What follows belongs to an exercise in optimizing a design on an open flow for small area, a short achievable clock period and few clock cycles per item; a production flow would make more cautious choices. The RTL was checked by simulation tests, not by an equivalence proof against the original design. No activity file was given, so power comes from the tool's default toggle rates.

Design mini_gpu, start of the top module:
module mini_gpu #(
    parameter PIXEL_WIDTH           = 8,
    parameter ADDR_WIDTH            = 18,
    parameter FILTER_WIDTH          = 2,
    parameter ARRAY_WIDTH           = 4,
    parameter ZP_IMAGE_WIDTH        = 34,
    parameter ZP_IMAGE_HEIGHT       = 34
)(
    input                      i_clk,
    input                      i_nrst,
    input   [PIXEL_WIDTH-1:0]  i_mem_pixel,
    output  [ADDR_WIDTH-1 :0]  o_mem_addr,
    input                      i_start_pulse,
    input   [FILTER_WIDTH-1:0] i_filter_type,
    output                     o_finish_pulse,
    output                     o_filtered_wstb,
    output  [ADDR_WIDTH-1 :0]  o_filtered_addr,
    output  [PIXEL_WIDTH-1:0]  o_filtered_pixel
);
    localparam H = 6;                        
    wire       win_valid;
    wire       wstb_int;
    wire       wstb_next;
    wire       last_write;
    wire [PIXEL_WIDTH-1:0] pixel;
    gpu_controller #(
        .ZP_IMAGE_WIDTH     (ZP_IMAGE_WIDTH     ),
        .ZP_IMAGE_HEIGHT    (ZP_IMAGE_HEIGHT    ),
        .H                  (H                  )
    ) i_gpu_controller (
        .i_clk              (i_clk              ),
        .i_nrst             (i_nrst             ),
        .i_start_pulse      (i_start_pulse      ),
        .i_filter_type      (i_filter_type      ),
        .o_mem_addr         (o_mem_addr         ),
        .o_win_valid        (win_valid          ),
  ...
export LEC_CHECK = 0
export CAP_MARGIN = 20
export CORE_MARGIN = 2
export CORE_UTILIZATION = 50
export SLEW_MARGIN = 20
create_clock -name core_clock -period 20.0 [get_ports {i_clk}]
standard.sh (not shown) runs the stock make flow with config.mk's settings and CLKGATE_MAP_FILE= SYNTH_SCRIPT=/design/flow/synth_recipe.tcl, a recipe that flattens the netlist after the stock synthesis.
==> flow/flow/run.sh <==
#!/bin/bash
# Standard layout, with plain buffers on the ports, a lighter clock tree, and
# stronger cells on the output paths (flow/pre_dpl.tcl, before detailed
# placement).
set -euo pipefail
bash standard.sh \
  "BUFFER_PORTS_ARGS=-buffer_cell sky130_fd_sc_hd__buf_1" \
  "CTS_ARGS=-sink_clustering_enable -repair_clock_nets -dont_use_dummy_load -buf_list sky130_fd_sc_hd__clkbuf_8 -root_buf sky130_fd_sc_hd__clkbuf_16 -sink_clustering_size 18 -sink_clustering_max_diameter 150" \
  "PRE_DETAIL_PLACE_TCL=$PWD/flow/pre_dpl.tcl" \
  SKIP_REPAIR_TIE_FANOUT=1 \
  finish > standard.log 2>&1
==> flow/flow/pre_dpl.tcl <==
# Before detailed placement: give the output ports stronger port buffers and
# stronger flip-flops to drive them (same cells, higher drive strength).
set up {
  sky130_fd_sc_hd__buf_1   sky130_fd_sc_hd__buf_2
  sky130_fd_sc_hd__dfxtp_1 sky130_fd_sc_hd__dfxtp_2
  sky130_fd_sc_hd__dfrtp_1 sky130_fd_sc_hd__dfrtp_2
}
proc driver_of {net} {
  foreach pin [get_pins -quiet -of_objects $net] {
    if {[get_property $pin direction] == "output"} { return [get_cells -of_objects $pin] }
  }
  return ""
}
set n 0
foreach port [get_ports *] {
  if {[get_property $port direction] != "output"} continue
  set buf [driver_of [get_nets [get_full_name $port]]]
  if {$buf == ""} continue
  set ref [get_property $buf ref_name]
  if {![dict exists $up $ref]} continue
  replace_cell [get_full_name $buf] [dict get $up $ref]
  incr n
  set ff [driver_of [get_nets -of_objects [get_pins [get_full_name $buf]/A]]]
  if {$ff == ""} continue
  set fref [get_property $ff ref_name]
  if {[dict exists $up $fref]} {
    replace_cell [get_full_name $ff] [dict get $up $fref]
    incr n
  }
}
puts "pre_dpl: resized $n cells"
The first run passed the timing, DRC and antenna checks.
Testbench counts at the start, summed over its fixed seeds: cycles 35,616, frames 24.
Then changed:
--- a/flow/flow/run.sh
+++ b/flow/flow/run.sh
@@ -8 +8 @@
-  "CTS_ARGS=-sink_clustering_enable -repair_clock_nets -dont_use_dummy_load -buf_list sky130_fd_sc_hd__clkbuf_8 -root_buf sky130_fd_sc_hd__clkbuf_16 -sink_clustering_size 18 -sink_clustering_max_diameter 150" \
+  "CTS_ARGS=-sink_clustering_enable -repair_clock_nets -dont_use_dummy_load -buf_list sky130_fd_sc_hd__clkbuf_8 -root_buf sky130_fd_sc_hd__clkbuf_16 -sink_clustering_size 16 -sink_clustering_max_diameter 150" \
--- a/flow/flow/pre_dpl.tcl
+++ b/flow/flow/pre_dpl.tcl
@@ -6,0 +7,5 @@
+}
+# flip-flops that also drive logic of their own
+set up4 {
+  sky130_fd_sc_hd__dfxtp_1 sky130_fd_sc_hd__dfxtp_4
+  sky130_fd_sc_hd__dfrtp_1 sky130_fd_sc_hd__dfrtp_4
@@ -26 +31,5 @@
-  if {[dict exists $up $fref]} {
+  set loads [llength [get_pins -quiet -of_objects [get_nets -of_objects [get_pins [get_full_name $buf]/A]]]]
+  if {$loads > 3 && [dict exists $up4 $fref]} {
+    replace_cell [get_full_name $ff] [dict get $up4 $fref]
+    incr n
+  } elseif {[dict exists $up $fref]} {
=> The changed run produced a clean layout. Critical path depth does not change. Die area is unchanged. Design area barely changes. Power hardly moves.

* * *

run A:
mini_gpu, a different RTL version from the one above (not shown whole).
Size in the first run: roughly 870 cells after synthesis, about 59 I/O pins, ~9600 um2 of cells after synthesis.
Design mini_gpu, start of the top module:
module mini_gpu #(
    parameter PIXEL_WIDTH           = 8,
    parameter ADDR_WIDTH            = 18,
    parameter FILTER_WIDTH          = 2,
    parameter ARRAY_WIDTH           = 4,
    parameter ZP_IMAGE_WIDTH        = 34,
    parameter ZP_IMAGE_HEIGHT       = 34
)(
    input                      i_clk,
    input                      i_nrst,
    input   [PIXEL_WIDTH-1:0]  i_mem_pixel,
    output  [ADDR_WIDTH-1 :0]  o_mem_addr,
    input                      i_start_pulse,
    input   [FILTER_WIDTH-1:0] i_filter_type,
    output                     o_finish_pulse,
    output                     o_filtered_wstb,
    output  [ADDR_WIDTH-1 :0]  o_filtered_addr,
    output  [PIXEL_WIDTH-1:0]  o_filtered_pixel
);
    localparam H = 6;                        
    wire       win_valid;
    wire       last_write;
    wire [3:0] mode;                         
    wire [PIXEL_WIDTH-1:0] pixel;
    gpu_controller #(
        .ZP_IMAGE_WIDTH     (ZP_IMAGE_WIDTH     ),
        .ZP_IMAGE_HEIGHT    (ZP_IMAGE_HEIGHT    ),
        .H                  (H                  )
    ) i_gpu_controller (
        .i_clk              (i_clk              ),
        .i_nrst             (i_nrst             ),
        .i_start_pulse      (i_start_pulse      ),
  ...
Settings: LEC_CHECK=0, CAP_MARGIN=20, CORE_MARGIN=2, CORE_UTILIZATION=50, SLEW_MARGIN=20; clock period 20.0 ns.
==> flow/flow/run.sh <==
#!/bin/bash
# Standard layout, with plain buffers on the ports and a lighter clock tree.
set -euo pipefail
bash standard.sh \
  "BUFFER_PORTS_ARGS=-buffer_cell sky130_fd_sc_hd__buf_1" \
  "CTS_ARGS=-sink_clustering_enable -repair_clock_nets -dont_use_dummy_load -buf_list {sky130_fd_sc_hd__clkbuf_4 sky130_fd_sc_hd__clkbuf_8} -sink_clustering_size 20 -sink_clustering_max_diameter 150" \
  finish > standard.log 2>&1
Testbench counts of run A, summed over its fixed seeds: cycles 35,712, frames 24.
Modified inputs, run B compared to run A
- CORE_UTILIZATION: 50 -> 25
==> flow/run.sh (new file) <==
#!/bin/bash
# synth_recipe.tcl (not shown) runs the flow's synth.tcl, then flattens the netlist and writes it again
# the make line also repeats each setting of config.mk as NAME=value (left out here)
make -C /OpenROAD-flow-scripts/flow DESIGN_CONFIG=/design/flow/config.mk WORK_HOME=/design/flow/orfs CLKGATE_MAP_FILE= SYNTH_SCRIPT=/design/flow/synth_recipe.tcl finish
removed: flow/flow/run.sh
removed: flow/standard.sh
Notes after the runs:
The lower routed wire length came out of run A. Run B vs run A: setup slack down. Run A → run B: met3 usage lower; hold slack lower; sequential share of layout area lower; routing usage on met2 lower. Re post-route minimum period: run B is 0.44 ns up on run A. Compare run A and run B | proportion of power drawn by flip-flops and latches higher: run A.
[inputs] run C vs run B
- CORE_UTILIZATION: 25 -> 50
==> flow/flow/run.sh (new file) <==
#!/bin/bash
# Standard layout, with plain buffers on the ports and a lighter clock tree.
set -euo pipefail
bash standard.sh \
  "BUFFER_PORTS_ARGS=-buffer_cell sky130_fd_sc_hd__buf_1" \
  "CTS_ARGS=-sink_clustering_enable -repair_clock_nets -dont_use_dummy_load -buf_list sky130_fd_sc_hd__clkbuf_8 -sink_clustering_size 24" \
  finish > standard.log 2>&1
==> flow/standard.sh (new file) <==
#!/bin/bash
# synth_recipe.tcl (not shown) runs the flow's synth.tcl, then flattens the netlist and writes it again
# the make line also repeats each setting of config.mk as NAME=value (left out here)
make -C /OpenROAD-flow-scripts/flow DESIGN_CONFIG=/design/flow/config.mk WORK_HOME=/design/flow/orfs CLKGATE_MAP_FILE= SYNTH_SCRIPT=/design/flow/synth_recipe.tcl "${@:-finish}"
removed: flow/run.sh
## What came out
- Horizontal die dimension for run C is lower than for run B.
- Diff run B -> run C: site row count shows a reduction of 30%; post-layout instance count excluding filler cells down 285; total wire length has decreased; non-clock buffer count now sits higher; area growth from synthesis to final layout now sits lower.
- Diff run B..run C | number of buffers inserted for hold repair after clock tree synthesis | unchanged
- In run C relative to run B, die outline area had gone down by more than a quarter.
- The setup slack of run C is larger than that of run B.
- Taking run B as the reference, in run C global-route wire length before repair went up by about 0.9%, measured slew at the worst slew-check pin went down by 0.15 ns.
Changes in run D relative to run C:
- CTS_BUF_LIST now sky130_fd_sc_hd__clkbuf_8, previously not set
==> flow/run.sh (new file) <==
#!/bin/bash
# synth_recipe.tcl (not shown) runs the flow's synth.tcl, then flattens the netlist and writes it again
# the make line also repeats each setting of config.mk as NAME=value (left out here)
make -C /OpenROAD-flow-scripts/flow DESIGN_CONFIG=/design/flow/config.mk WORK_HOME=/design/flow/orfs CLKGATE_MAP_FILE= SYNTH_SCRIPT=/design/flow/synth_recipe.tcl finish
removed: flow/flow/run.sh
removed: flow/standard.sh
## What came out
No stage failed in run D, and the final checks on the layout all came back clean.
Clock network power share sits higher in run D than in run C.
Going from run C to run D, clock skew shrinks by 0.018 ns.
The setup slack of run D is smaller than that of run C.

[static timing again, ports no longer ideal]
The results above use ideal ports. As a check the final layouts listed here were re-extracted and re-timed, cells and wires unchanged. Step 1: set_driving_cell puts a clkbuf_16 on i_clk and a buf_2 on each other input, an assumption about the parent block. Step 2 adds t to the input delays and takes it off the output delays; t is the mean of the earliest and latest rising clock arrival at the registers after step 1. Input paths then give back, and output paths get back, about the clock's delay inside the block. Three values: no drivers, after step 1, after step 2; two values: the first two.
run	t, ns	setup WS [ns]	latest minus earliest clock arrival (ns)	worst data-port slew with drivers (ns)	cell pins on the clock port's net
the first run of note 1	0.401	15.063 / 15.022 / 14.750	0.034 / 0.034	0.04	1
the second run of note 1	0.405	15.091 / 15.049 / 14.795	0.034 / 0.034	0.04	1
run A	0.545	14.776 / 14.739 / 15.285	0.037 / 0.037	0.03	1
run B	0.577	14.337 / 14.289 / 14.865	0.027 / 0.027	0.03	1
run C	0.530	14.796 / 14.757 / 15.287	0.041 / 0.041	0.03	1
run D	0.558	14.374 / 14.335 / 14.893	0.024 / 0.024	0.03	1
After both steps setup and hold are still met in every run listed. The setup slack of the first run of note 1, which loses most, moves by -0.041 ns with the drivers and by -0.313 ns with both steps.
